From an optimization exercise on the open Yosys and OpenROAD flow, aimed at small area and a short achievable clock period; shortcuts taken in it are not production practice.
The RTL of this run was laid out without a check of its function.
No activity file was given, so power comes from the tool's default toggle rates.

File: flow/run.sh
#!/bin/bash
# synth_recipe.tcl (not shown) runs the flow's synth.tcl, then flattens the netlist and writes it again
# the make line also repeats each setting of config.mk as NAME=value (left out here)
make -C /OpenROAD-flow-scripts/flow DESIGN_CONFIG=/design/flow/config.mk WORK_HOME=/design/flow/orfs CLKGATE_MAP_FILE= SYNTH_SCRIPT=/design/flow/synth_recipe.tcl finish
File: flow/config.mk
export PLATFORM = sky130hd
export DESIGN_NAME = Fir
export DESIGN_NICKNAME = Fir
export VERILOG_FILES = /design/flow/design.v
export SDC_FILE = /design/flow/constraint.sdc
export NUM_CORES = 4
export LEC_CHECK = 0
export CAP_MARGIN = 20
export CORE_MARGIN = 2
export CORE_UTILIZATION = 40
export CTS_BUF_LIST = sky130_fd_sc_hd__clkbuf_4
export CTS_CLUSTER_SIZE = 30
export SETUP_SLACK_MARGIN = 4.5
export SLEW_MARGIN = 20
export SYNTH_HIERARCHICAL = 1
export SYNTH_MINIMUM_KEEP_SIZE = 0
File: flow/constraint.sdc
create_clock -name core_clock -period 10.0 [get_ports {clk}]
set_input_delay 2.0000 -clock core_clock [delete_from_list [all_inputs] [get_ports {clk}]]
set_output_delay 2.0000 -clock core_clock [all_outputs]
set_load 0.01 [all_outputs]
File: flow/design.v
module fadd(a,b,c,s,co);
input a,b,c;
output s,co;
assign s=a^b^c;
assign co=(a&b)|(a&c)|(b&c);
endmodule
module hadd(a,b,s,co);
input a,b;
output s,co;
assign s=a^b;
assign co=a&b;
endmodule
module Fir(reset_n,clk,x_in,y_out);
input reset_n,clk;
input [15:0]x_in;
output [23:0]y_out;
reg [13:0]r4;
reg [17:0]r3;
reg [17:0]r2;
reg [17:0]r1;
reg c3_9;
reg c2_9;
reg c1_9;
wire zx;
wire [17:0]a3_s;
wire [18:0]a3_c;
wire [17:0]a3_r;
wire [18:0]a3_k;
wire [17:0]a2_s;
wire [18:0]a2_c;
wire [17:0]a2_r;
wire [18:0]a2_k;
wire [17:0]a1_s;
wire [18:0]a1_c;
wire [17:0]a1_r;
wire [18:0]a1_k;
wire [17:0]r1i9;
wire [17:0]yg;
wire [17:0]yp;
wire [17:0]yt;
wire yG0_1;
wire yP0_1;
wire yG0_3;
wire yP0_3;
wire yG0_5;
wire yP0_5;
wire yG0_7;
wire yP0_7;
wire yG0_9;
wire yP0_9;
wire yG0_11;
wire yP0_11;
wire yG0_13;
wire yP0_13;
wire yG0_15;
wire yP0_15;
wire yG0_17;
wire yP0_17;
wire yG1_2;
wire yP1_2;
wire yG1_3;
wire yP1_3;
wire yG1_6;
wire yP1_6;
wire yG1_7;
wire yP1_7;
wire yG1_10;
wire yP1_10;
wire yG1_11;
wire yP1_11;
wire yG1_14;
wire yP1_14;
wire yG1_15;
wire yP1_15;
wire yG2_4;
wire yP2_4;
wire yG2_5;
wire yP2_5;
wire yG2_6;
wire yP2_6;
wire yG2_7;
wire yP2_7;
wire yG2_12;
wire yP2_12;
wire yG2_13;
wire yP2_13;
wire yG2_14;
wire yP2_14;
wire yG2_15;
wire yP2_15;
wire yG3_8;
wire yP3_8;
wire yG3_9;
wire yP3_9;
wire yG3_10;
wire yP3_10;
wire yG3_11;
wire yP3_11;
wire yG3_12;
wire yP3_12;
wire yG3_13;
wire yP3_13;
wire yG3_14;
wire yP3_14;
wire yG3_15;
wire yP3_15;
wire yG4_16;
wire yP4_16;
wire yG4_17;
wire yP4_17;
wire [17:0]y;
assign zx=~(x_in[2]|x_in[1]|x_in[0]);    
fadd u1(.a(x_in[0]),.b(~x_in[3]),.c(r4[0]),.s(a3_s[0]),.co(a3_c[1]));
fadd u2(.a(x_in[1]),.b(~x_in[4]),.c(r4[1]),.s(a3_s[1]),.co(a3_c[2]));
fadd u3(.a(x_in[2]),.b(~x_in[5]),.c(r4[2]),.s(a3_s[2]),.co(a3_c[3]));
fadd u4(.a(x_in[3]),.b(~x_in[6]),.c(r4[3]),.s(a3_s[3]),.co(a3_c[4]));
fadd u5(.a(x_in[4]),.b(~x_in[7]),.c(r4[4]),.s(a3_s[4]),.co(a3_c[5]));
fadd u6(.a(x_in[5]),.b(~x_in[8]),.c(r4[5]),.s(a3_s[5]),.co(a3_c[6]));
fadd u7(.a(x_in[6]),.b(~x_in[9]),.c(r4[6]),.s(a3_s[6]),.co(a3_c[7]));
fadd u8(.a(x_in[7]),.b(~x_in[10]),.c(r4[7]),.s(a3_s[7]),.co(a3_c[8]));
fadd u9(.a(x_in[8]),.b(~x_in[11]),.c(r4[8]),.s(a3_s[8]),.co(a3_c[9]));
fadd u10(.a(x_in[9]),.b(~x_in[12]),.c(r4[9]),.s(a3_s[9]),.co(a3_c[10]));
fadd u11(.a(x_in[10]),.b(~x_in[13]),.c(r4[10]),.s(a3_s[10]),.co(a3_c[11]));
fadd u12(.a(x_in[11]),.b(~x_in[14]),.c(r4[11]),.s(a3_s[11]),.co(a3_c[12]));
fadd u13(.a(x_in[12]),.b(~x_in[15]),.c(r4[12]),.s(a3_s[12]),.co(a3_c[13]));
assign a3_s[13]=~(x_in[13]^r4[13]);
assign a3_c[14]=x_in[13]|r4[13];
assign a3_s[14]=~(x_in[14]^a3_c[14]);
assign a3_c[15]=x_in[14]|a3_c[14];
assign a3_s[15]=~(x_in[15]^a3_c[15]);
assign a3_c[16]=x_in[15]|a3_c[15];
hadd u14(.a(a3_s[0]),.b(zx),.s(a3_r[0]),.co(a3_k[1]));
fadd u15(.a(a3_s[1]),.b(a3_c[1]),.c(a3_k[1]),.s(a3_r[1]),.co(a3_k[2]));
fadd u16(.a(a3_s[2]),.b(a3_c[2]),.c(a3_k[2]),.s(a3_r[2]),.co(a3_k[3]));
fadd u17(.a(a3_s[3]),.b(a3_c[3]),.c(a3_k[3]),.s(a3_r[3]),.co(a3_k[4]));
fadd u18(.a(a3_s[4]),.b(a3_c[4]),.c(a3_k[4]),.s(a3_r[4]),.co(a3_k[5]));
fadd u19(.a(a3_s[5]),.b(a3_c[5]),.c(a3_k[5]),.s(a3_r[5]),.co(a3_k[6]));
fadd u20(.a(a3_s[6]),.b(a3_c[6]),.c(a3_k[6]),.s(a3_r[6]),.co(a3_k[7]));
fadd u21(.a(a3_s[7]),.b(a3_c[7]),.c(a3_k[7]),.s(a3_r[7]),.co(a3_k[8]));
fadd u22(.a(a3_s[8]),.b(a3_c[8]),.c(a3_k[8]),.s(a3_r[8]),.co(a3_k[9]));
hadd u23(.a(a3_s[9]),.b(a3_c[9]),.s(a3_r[9]),.co(a3_k[10]));
fadd u24(.a(a3_s[10]),.b(a3_c[10]),.c(a3_k[10]),.s(a3_r[10]),.co(a3_k[11]));
fadd u25(.a(a3_s[11]),.b(a3_c[11]),.c(a3_k[11]),.s(a3_r[11]),.co(a3_k[12]));
fadd u26(.a(a3_s[12]),.b(a3_c[12]),.c(a3_k[12]),.s(a3_r[12]),.co(a3_k[13]));
fadd u27(.a(a3_s[13]),.b(a3_c[13]),.c(a3_k[13]),.s(a3_r[13]),.co(a3_k[14]));
hadd u28(.a(a3_s[14]),.b(a3_k[14]),.s(a3_r[14]),.co(a3_k[15]));
hadd u29(.a(a3_s[15]),.b(a3_k[15]),.s(a3_r[15]),.co(a3_k[16]));
assign a3_r[16]=~(a3_c[16]^a3_k[16]);
assign a3_k[17]=a3_c[16]|a3_k[16];
hadd u30(.a(1'b1),.b(a3_k[17]),.s(a3_r[17]),.co(a3_k[18]));
hadd u31(.a(x_in[0]),.b(r3[0]),.s(a2_r[0]),.co(a2_k[1]));
fadd u32(.a(x_in[1]),.b(r3[1]),.c(a2_k[1]),.s(a2_r[1]),.co(a2_k[2]));
fadd u33(.a(x_in[2]),.b(r3[2]),.c(a2_k[2]),.s(a2_r[2]),.co(a2_k[3]));
fadd u34(.a(x_in[3]),.b(r3[3]),.c(a2_k[3]),.s(a2_r[3]),.co(a2_k[4]));
fadd u35(.a(x_in[4]),.b(r3[4]),.c(a2_k[4]),.s(a2_r[4]),.co(a2_k[5]));
fadd u36(.a(x_in[5]),.b(r3[5]),.c(a2_k[5]),.s(a2_r[5]),.co(a2_k[6]));
fadd u37(.a(x_in[6]),.b(r3[6]),.c(a2_k[6]),.s(a2_r[6]),.co(a2_k[7]));
fadd u38(.a(x_in[7]),.b(r3[7]),.c(a2_k[7]),.s(a2_r[7]),.co(a2_k[8]));
fadd u39(.a(x_in[8]),.b(r3[8]),.c(a2_k[8]),.s(a2_r[8]),.co(a2_k[9]));
fadd u40(.a(x_in[9]),.b(r3[9]),.c(c3_9),.s(a2_r[9]),.co(a2_k[10]));
fadd u41(.a(x_in[10]),.b(r3[10]),.c(a2_k[10]),.s(a2_r[10]),.co(a2_k[11]));
fadd u42(.a(x_in[11]),.b(r3[11]),.c(a2_k[11]),.s(a2_r[11]),.co(a2_k[12]));
fadd u43(.a(x_in[12]),.b(r3[12]),.c(a2_k[12]),.s(a2_r[12]),.co(a2_k[13]));
fadd u44(.a(x_in[13]),.b(r3[13]),.c(a2_k[13]),.s(a2_r[13]),.co(a2_k[14]));
fadd u45(.a(x_in[14]),.b(r3[14]),.c(a2_k[14]),.s(a2_r[14]),.co(a2_k[15]));
fadd u46(.a(x_in[15]),.b(r3[15]),.c(a2_k[15]),.s(a2_r[15]),.co(a2_k[16]));
hadd u47(.a(r3[16]),.b(a2_k[16]),.s(a2_r[16]),.co(a2_k[17]));
hadd u48(.a(r3[17]),.b(a2_k[17]),.s(a2_r[17]),.co(a2_k[18]));
fadd u49(.a(x_in[0]),.b(~x_in[3]),.c(r2[0]),.s(a1_s[0]),.co(a1_c[1]));
fadd u50(.a(x_in[1]),.b(~x_in[4]),.c(r2[1]),.s(a1_s[1]),.co(a1_c[2]));
fadd u51(.a(x_in[2]),.b(~x_in[5]),.c(r2[2]),.s(a1_s[2]),.co(a1_c[3]));
fadd u52(.a(x_in[3]),.b(~x_in[6]),.c(r2[3]),.s(a1_s[3]),.co(a1_c[4]));
fadd u53(.a(x_in[4]),.b(~x_in[7]),.c(r2[4]),.s(a1_s[4]),.co(a1_c[5]));
fadd u54(.a(x_in[5]),.b(~x_in[8]),.c(r2[5]),.s(a1_s[5]),.co(a1_c[6]));
fadd u55(.a(x_in[6]),.b(~x_in[9]),.c(r2[6]),.s(a1_s[6]),.co(a1_c[7]));
fadd u56(.a(x_in[7]),.b(~x_in[10]),.c(r2[7]),.s(a1_s[7]),.co(a1_c[8]));
fadd u57(.a(x_in[8]),.b(~x_in[11]),.c(r2[8]),.s(a1_s[8]),.co(a1_c[9]));
fadd u58(.a(x_in[9]),.b(~x_in[12]),.c(r2[9]),.s(a1_s[9]),.co(a1_c[10]));
fadd u59(.a(x_in[10]),.b(~x_in[13]),.c(r2[10]),.s(a1_s[10]),.co(a1_c[11]));
fadd u60(.a(x_in[11]),.b(~x_in[14]),.c(r2[11]),.s(a1_s[11]),.co(a1_c[12]));
fadd u61(.a(x_in[12]),.b(~x_in[15]),.c(r2[12]),.s(a1_s[12]),.co(a1_c[13]));
assign a1_s[13]=~(x_in[13]^r2[13]);
assign a1_c[14]=x_in[13]|r2[13];
assign a1_s[14]=~(x_in[14]^r2[14]);
assign a1_c[15]=x_in[14]|r2[14];
assign a1_s[15]=~(x_in[15]^r2[15]);
assign a1_c[16]=x_in[15]|r2[15];
assign a1_s[16]=~(r2[16]^a1_c[16]);
assign a1_c[17]=r2[16]|a1_c[16];
assign a1_s[17]=~(r2[17]^a1_c[17]);
assign a1_c[18]=r2[17]|a1_c[17];
hadd u62(.a(a1_s[0]),.b(zx),.s(a1_r[0]),.co(a1_k[1]));
fadd u63(.a(a1_s[1]),.b(a1_c[1]),.c(a1_k[1]),.s(a1_r[1]),.co(a1_k[2]));
fadd u64(.a(a1_s[2]),.b(a1_c[2]),.c(a1_k[2]),.s(a1_r[2]),.co(a1_k[3]));
fadd u65(.a(a1_s[3]),.b(a1_c[3]),.c(a1_k[3]),.s(a1_r[3]),.co(a1_k[4]));
fadd u66(.a(a1_s[4]),.b(a1_c[4]),.c(a1_k[4]),.s(a1_r[4]),.co(a1_k[5]));
fadd u67(.a(a1_s[5]),.b(a1_c[5]),.c(a1_k[5]),.s(a1_r[5]),.co(a1_k[6]));
fadd u68(.a(a1_s[6]),.b(a1_c[6]),.c(a1_k[6]),.s(a1_r[6]),.co(a1_k[7]));
fadd u69(.a(a1_s[7]),.b(a1_c[7]),.c(a1_k[7]),.s(a1_r[7]),.co(a1_k[8]));
fadd u70(.a(a1_s[8]),.b(a1_c[8]),.c(a1_k[8]),.s(a1_r[8]),.co(a1_k[9]));
fadd u71(.a(a1_s[9]),.b(a1_c[9]),.c(c2_9),.s(a1_r[9]),.co(a1_k[10]));
fadd u72(.a(a1_s[10]),.b(a1_c[10]),.c(a1_k[10]),.s(a1_r[10]),.co(a1_k[11]));
fadd u73(.a(a1_s[11]),.b(a1_c[11]),.c(a1_k[11]),.s(a1_r[11]),.co(a1_k[12]));
fadd u74(.a(a1_s[12]),.b(a1_c[12]),.c(a1_k[12]),.s(a1_r[12]),.co(a1_k[13]));
fadd u75(.a(a1_s[13]),.b(a1_c[13]),.c(a1_k[13]),.s(a1_r[13]),.co(a1_k[14]));
fadd u76(.a(a1_s[14]),.b(a1_c[14]),.c(a1_k[14]),.s(a1_r[14]),.co(a1_k[15]));
fadd u77(.a(a1_s[15]),.b(a1_c[15]),.c(a1_k[15]),.s(a1_r[15]),.co(a1_k[16]));
hadd u78(.a(a1_s[16]),.b(a1_k[16]),.s(a1_r[16]),.co(a1_k[17]));
hadd u79(.a(a1_s[17]),.b(a1_k[17]),.s(a1_r[17]),.co(a1_k[18]));
assign r1i9[8:0]=r1[8:0];
assign r1i9[9]=r1[9]^c1_9;
assign r1i9[10]=r1[10]^(c1_9&(&r1[9:9]));
assign r1i9[11]=r1[11]^(c1_9&(&r1[10:9]));
assign r1i9[12]=r1[12]^(c1_9&(&r1[11:9]));
assign r1i9[13]=r1[13]^(c1_9&(&r1[12:9]));
assign r1i9[14]=r1[14]^(c1_9&(&r1[13:9]));
assign r1i9[15]=r1[15]^(c1_9&(&r1[14:9]));
assign r1i9[16]=r1[16]^(c1_9&(&r1[15:9]));
assign r1i9[17]=r1[17]^(c1_9&(&r1[16:9]));
assign yg[0]=x_in[2]&r1i9[0];
assign yp[0]=x_in[2]|r1i9[0];
assign yt[0]=x_in[2]^r1i9[0];
assign yg[1]=x_in[3]&r1i9[1];
assign yp[1]=x_in[3]|r1i9[1];
assign yt[1]=x_in[3]^r1i9[1];
assign yg[2]=x_in[4]&r1i9[2];
assign yp[2]=x_in[4]|r1i9[2];
assign yt[2]=x_in[4]^r1i9[2];
assign yg[3]=x_in[5]&r1i9[3];
assign yp[3]=x_in[5]|r1i9[3];
assign yt[3]=x_in[5]^r1i9[3];
assign yg[4]=x_in[6]&r1i9[4];
assign yp[4]=x_in[6]|r1i9[4];
assign yt[4]=x_in[6]^r1i9[4];
assign yg[5]=x_in[7]&r1i9[5];
assign yp[5]=x_in[7]|r1i9[5];
assign yt[5]=x_in[7]^r1i9[5];
assign yg[6]=x_in[8]&r1i9[6];
assign yp[6]=x_in[8]|r1i9[6];
assign yt[6]=x_in[8]^r1i9[6];
assign yg[7]=x_in[9]&r1i9[7];
assign yp[7]=x_in[9]|r1i9[7];
assign yt[7]=x_in[9]^r1i9[7];
assign yg[8]=x_in[10]&r1i9[8];
assign yp[8]=x_in[10]|r1i9[8];
assign yt[8]=x_in[10]^r1i9[8];
assign yg[9]=x_in[11]&r1i9[9];
assign yp[9]=x_in[11]|r1i9[9];
assign yt[9]=x_in[11]^r1i9[9];
assign yg[10]=x_in[12]&r1i9[10];
assign yp[10]=x_in[12]|r1i9[10];
assign yt[10]=x_in[12]^r1i9[10];
assign yg[11]=x_in[13]&r1i9[11];
assign yp[11]=x_in[13]|r1i9[11];
assign yt[11]=x_in[13]^r1i9[11];
assign yg[12]=x_in[14]&r1i9[12];
assign yp[12]=x_in[14]|r1i9[12];
assign yt[12]=x_in[14]^r1i9[12];
assign yg[13]=x_in[15]&r1i9[13];
assign yp[13]=x_in[15]|r1i9[13];
assign yt[13]=x_in[15]^r1i9[13];
assign yg[14]=1'b0;
assign yp[14]=r1i9[14];
assign yt[14]=r1i9[14];
assign yg[15]=1'b0;
assign yp[15]=r1i9[15];
assign yt[15]=r1i9[15];
assign yg[16]=1'b0;
assign yp[16]=r1i9[16];
assign yt[16]=r1i9[16];
assign yg[17]=1'b0;
assign yp[17]=r1i9[17];
assign yt[17]=r1i9[17];
assign yG0_1=yg[1]|(yp[1]&yg[0]);
assign yP0_1=yp[1]&yp[0];
assign yG0_3=yg[3]|(yp[3]&yg[2]);
assign yP0_3=yp[3]&yp[2];
assign yG0_5=yg[5]|(yp[5]&yg[4]);
assign yP0_5=yp[5]&yp[4];
assign yG0_7=yg[7]|(yp[7]&yg[6]);
assign yP0_7=yp[7]&yp[6];
assign yG0_9=yg[9]|(yp[9]&yg[8]);
assign yP0_9=yp[9]&yp[8];
assign yG0_11=yg[11]|(yp[11]&yg[10]);
assign yP0_11=yp[11]&yp[10];
assign yG0_13=yg[13]|(yp[13]&yg[12]);
assign yP0_13=yp[13]&yp[12];
assign yG0_15=yg[15]|(yp[15]&yg[14]);
assign yP0_15=yp[15]&yp[14];
assign yG0_17=yg[17]|(yp[17]&yg[16]);
assign yP0_17=yp[17]&yp[16];
assign yG1_2=yg[2]|(yp[2]&yG0_1);
assign yP1_2=yp[2]&yP0_1;
assign yG1_3=yG0_3|(yP0_3&yG0_1);
assign yP1_3=yP0_3&yP0_1;
assign yG1_6=yg[6]|(yp[6]&yG0_5);
assign yP1_6=yp[6]&yP0_5;
assign yG1_7=yG0_7|(yP0_7&yG0_5);
assign yP1_7=yP0_7&yP0_5;
assign yG1_10=yg[10]|(yp[10]&yG0_9);
assign yP1_10=yp[10]&yP0_9;
assign yG1_11=yG0_11|(yP0_11&yG0_9);
assign yP1_11=yP0_11&yP0_9;
assign yG1_14=yg[14]|(yp[14]&yG0_13);
assign yP1_14=yp[14]&yP0_13;
assign yG1_15=yG0_15|(yP0_15&yG0_13);
assign yP1_15=yP0_15&yP0_13;
assign yG2_4=yg[4]|(yp[4]&yG1_3);
assign yP2_4=yp[4]&yP1_3;
assign yG2_5=yG0_5|(yP0_5&yG1_3);
assign yP2_5=yP0_5&yP1_3;
assign yG2_6=yG1_6|(yP1_6&yG1_3);
assign yP2_6=yP1_6&yP1_3;
assign yG2_7=yG1_7|(yP1_7&yG1_3);
assign yP2_7=yP1_7&yP1_3;
assign yG2_12=yg[12]|(yp[12]&yG1_11);
assign yP2_12=yp[12]&yP1_11;
assign yG2_13=yG0_13|(yP0_13&yG1_11);
assign yP2_13=yP0_13&yP1_11;
assign yG2_14=yG1_14|(yP1_14&yG1_11);
assign yP2_14=yP1_14&yP1_11;
assign yG2_15=yG1_15|(yP1_15&yG1_11);
assign yP2_15=yP1_15&yP1_11;
assign yG3_8=yg[8]|(yp[8]&yG2_7);
assign yP3_8=yp[8]&yP2_7;
assign yG3_9=yG0_9|(yP0_9&yG2_7);
assign yP3_9=yP0_9&yP2_7;
assign yG3_10=yG1_10|(yP1_10&yG2_7);
assign yP3_10=yP1_10&yP2_7;
assign yG3_11=yG1_11|(yP1_11&yG2_7);
assign yP3_11=yP1_11&yP2_7;
assign yG3_12=yG2_12|(yP2_12&yG2_7);
assign yP3_12=yP2_12&yP2_7;
assign yG3_13=yG2_13|(yP2_13&yG2_7);
assign yP3_13=yP2_13&yP2_7;
assign yG3_14=yG2_14|(yP2_14&yG2_7);
assign yP3_14=yP2_14&yP2_7;
assign yG3_15=yG2_15|(yP2_15&yG2_7);
assign yP3_15=yP2_15&yP2_7;
assign yG4_16=yg[16]|(yp[16]&yG3_15);
assign yP4_16=yp[16]&yP3_15;
assign yG4_17=yG0_17|(yP0_17&yG3_15);
assign yP4_17=yP0_17&yP3_15;
assign y[0]=yt[0];
assign y[1]=yt[1]^yg[0];
assign y[2]=yt[2]^yG0_1;
assign y[3]=yt[3]^yG1_2;
assign y[4]=yt[4]^yG1_3;
assign y[5]=yt[5]^yG2_4;
assign y[6]=yt[6]^yG2_5;
assign y[7]=yt[7]^yG2_6;
assign y[8]=yt[8]^yG2_7;
assign y[9]=yt[9]^yG3_8;
assign y[10]=yt[10]^yG3_9;
assign y[11]=yt[11]^yG3_10;
assign y[12]=yt[12]^yG3_11;
assign y[13]=yt[13]^yG3_12;
assign y[14]=yt[14]^yG3_13;
assign y[15]=yt[15]^yG3_14;
assign y[16]=yt[16]^yG3_15;
assign y[17]=yt[17]^yG4_16;
always @(posedge clk or negedge reset_n)
begin
if(!reset_n)
	begin
	r4<=14'h0;
	r3<=18'h0;
	r2<=18'h0;
	r1<=18'h0;
	c3_9<=1'h0;
	c2_9<=1'h0;
	c1_9<=1'h0;
	end
else
	begin
	r4<=x_in[15:2];
	r3<={a3_r[17],a3_r[16],a3_r[15],a3_r[14],a3_r[13],a3_r[12],a3_r[11],a3_r[10],a3_r[9],a3_r[8],a3_r[7],a3_r[6],a3_r[5],a3_r[4],a3_r[3],a3_r[2],a3_r[1],a3_r[0]};
	r2<={a2_r[17],a2_r[16],a2_r[15],a2_r[14],a2_r[13],a2_r[12],a2_r[11],a2_r[10],a2_r[9],a2_r[8],a2_r[7],a2_r[6],a2_r[5],a2_r[4],a2_r[3],a2_r[2],a2_r[1],a2_r[0]};
	r1<={a1_r[17],a1_r[16],a1_r[15],a1_r[14],a1_r[13],a1_r[12],a1_r[11],a1_r[10],a1_r[9],a1_r[8],a1_r[7],a1_r[6],a1_r[5],a1_r[4],a1_r[3],a1_r[2],a1_r[1],a1_r[0]};
	c3_9<=a3_k[9];
	c2_9<=a2_k[9];
	c1_9<=a1_k[9];
	end
end
assign y_out={6'b0,y};
endmodule
==> summary.txt <==
modules after synthesis, one instance, submodules excluded:
module	times used	flip-flops and latches	cells
Fir	1	71	233
fadd	68	0	1
hadd	11	0	1
power by group through the flow:
stage	Clock, mW	Sequential (mW)	Combinational [mW]
2_1_floorplan	0	0.452	0.555
3_3_place_gp	0	0.465	0.880
3_5_place_dp	0	0.469	0.909
4_1_cts	0.219	0.463	0.939
5_1_grt	0.232	0.472	1.06
6_report	0.211	0.461	0.930
cells by family (layout without fill, tap and decap cells):
kind of cell | Yosys count | count (layout) | synth area share, %
buf+inv | 58 | 116 | 5.35
fa+ha+maj | 119 | 119 | 45.2
flops | 71 | 71 | 39.6
other cells | 2 | 7 | 0.167
xor+xnor | 20 | 20 | 3.90
compound gates | 15 | 15 | 2.42
simple gates | 27 | 27 | 3.43
worst reg2reg max path: cells and delay by family (launching register included):
kind,cells,cell delay [ns]
adder cells (fa/ha/maj),10,3.70
flip-flops,1,0.39
sequential cells by signal, indices dropped and copies added (netlist names):
name / flops
r1: 18
r2: 18
r3: 18
r4: 14
c1_9: 1
c2_9: 1
c3_9: 1
cells in the mapped netlist, types with 2 or more instances:
cell	number	area share (%)
dfrtp_1	71	40
xor2_1	7	1.4
ha_1	46	13
inv_1	52	4.3
o21ai_0	3	0.33
conb_1	2	0.17
xnor2_1	13	2.5
buf_4	6	1.0
nand3_1	2	0.22
nor2_1	9	0.75
a21oi_1	4	0.45
nor2b_1	2	0.28
nor3_1	2	0.22
nand2_1	2	0.17
fa_1	72	32
and2b_1	2	0.33
worst max path at each step:
| stage | from | end | slack, ns | depth (start not counted) |
|---|---|---|---|---|
| finish | x_in[2] | y_out[15] | 3.84 | 12 |
| floorplan | x_in[2] | y_out[17] | 4.10 | 10 |
| CTS | x_in[2] | y_out[17] | 3.77 | 12 |
| detailed placement | x_in[8] | y_out[17] | 2.73 | 12 |
| global route | x_in[5] | y_out[17] | 3.73 | 12 |
| global placement | x_in[12] | y_out[17] | 2.78 | 12 |
area by class of cell:
cell class | instances | area [um2] | area share [%]
clock inverter | 7 | 96.3 | 1.80
tap | 140 | 175 | 3.27
inverter | 52 | 201 | 3.76
timing repair buffer | 48 | 370 | 6.91
multi-input combinational | 188 | 2670 | 49.8
sequential | 71 | 1780 | 33.2
clock buffer | 9 | 67.6 | 1.26
through the flow:
stage	setup WS, ns	cell area (um2)	utilization (%)	hold WS [ns]
3_5_place_dp	2.73	5090	46.7	0.469
5_1_grt	3.73	5360	49.2	0.519
2_1_floorplan	4.10	4600	-	0.443
4_1_cts	3.77	5340	49.0	0.497
6_report	3.84	5360	49.2	0.487
3_3_place_gp	2.78	5090	46.7	0.470
layer usage:
layer  wire, um  part of all wire, %
met3        294                  3.9
met5          0                    0
met4        121                  1.6
met1       3190                   42
met2       3980                   52
what timing repair did:
action / 4_1_cts / 5_1_grt
hold buffers: 0 / 0
resized for setup: 148 / 22
pin swaps: 17 / 14
cloned: 0 / 0
endpoints found under the hold margin: 0 / 0
setup buffers: 10 / 2
endpoints found under the setup margin: 34 / 18
==> summary.txt <==
H-tree levels=3; Max-Cap Viols=0; Max Fclk=162 MHz; Fin. Hold Viols=0; Slew Limit Fails=0; RR Startpoint=r4[0]; cells along the critical path=buf_12 -> ha_4 -> fa_2 -> and2b_2 -> o2111ai_2 -> nand3_2 -> a21o_1 -> buf_4 -> buf_6 -> maj3_2 -> xor2_1 -> buf_2; startpoint types=input pin; routability cong.=0.777; RSZ-0062 raised after global routing=true; mapped cell area=4490 um2; HPWL after DPL=6.02 mm; count of cell types in the netlist=33; Clk pwr share=13.2%; via count=2,349; core box area=10,900 um2; CTS Buf Count=9; total track usage=15.0%; Chip Height=110 um; Slowest Stage Delay on Critical Path=0.36 ns; P_int=978 uW; Die Span X=110 um; register share of total power=28.8%; nets=506; Worst VDD drop=133 uV; Rel. slew slack=39.0%; GR Util met3=3.62%; row cnt=38; most frequent cells in the layout=dfrtp_1 (71), fa_1 (47), inv_1 (41); HP Start=r3[17]; # IOs=42; Arrival @ worst endpoint=4.16 ns; initial antenna violation count=0; crit path max fanout=3; Worst R2R End=r3[8]; hold-critical path depth=1; EDFF count, synth=0; Layout Cells excl Fill=515; pin count of the biggest net entering global routing=72; vias in the first global route=2,637; ys flop type=dfrtp_1; clock latency on the worst-skew pair=0.44 ns; Avg Cell Area, Syn=14.4 um2; total gr overflow=0; Die ar.=12,100 um2; #FFs+latches synth=71; clk slew on worst S/H paths=0.12 ns; HP Class=reg2reg; share of layout cells above drive strength 1=32.0%; final setup violation count=0; status=timing/DRC/antenna clean; Reg2Reg Depth=10; GRT Max-Usage Layer=met2; fill count=959; Psw=624 uW; flop2flop setup slack=5.86 ns; Total Power=1.60 mW; n_diodes=0; Setup TNS Final=0 ns; Area Growth Syn to Fin=19.3%; worst-margin pin slew=0.915 ns; global-route wire length before repair=13.0 mm; Gate power share=58.1%; drt pass-1 iters=4; total power divided by cell area=299 nW/um2; commonest non-fill, non-tap cell in the layout=dfrtp_1; # clock sinks=71; P_leak=2.45 nW; buffers added on ports=35; final wirelength=7.59 mm; Initial DRC Count=44; Final Skew=0.00819 ns; critical path class=in2out; GR Util met1=18.9%; drt wl/cell=14.7 um; # DRC=0; antenna viol nets, final=0; clock buffer depth=2; initial cell density of the core=41.2%; GR Util met2=25.0%; Via density=4.56; hold endpoint=r2[17]; delay-heaviest family, CP=adder cells; Clock Root Buffer=clkbuf_4; Cells after Synth=312; synth warn=7; final worst path period share=61.6%; sequential fraction of the synthesis area=39.6%; Sw Ratio=38.9%; crit path time final=6.16 ns; TritonCTS clock tree=yes; crit path buf inv count=4; ys async rst share=100%; Cells after DPL=487; required time worst endpoint=8.00 ns; CP Capture Type=output port; slowest CP cell=fa_2

[static timing again, ports no longer ideal]
In the flow no input, the clock included, has a driving cell. The finished layout below was timed again as built, in two steps.
Step 1 (the two cells are an assumption about what drives the block):
set clk [get_ports {clk}]
set_driving_cell -lib_cell sky130_fd_sc_hd__clkbuf_16 $clk
set_driving_cell -lib_cell sky130_fd_sc_hd__buf_2 [delete_from_list [all_inputs] $clk]
Step 2, shift: input delay + t, output delay - t, t = (earliest + latest rising clock arrival at the registers) / 2. This alone moves slack from input paths to output paths.
a / b / c = ideal / step 1 / step 2; a / b = the first two.
shift t [ns]: 0.467
slack for setup (ns): 3.844 / 3.792 / 3.792
worst setup path after step 2: input to output
clock arrival spread, ns: 0.010 / 0.010
After both steps setup and hold are still met in this run. The setup slack of this run moves by -0.052 ns with the drivers and by -0.052 ns with both steps.
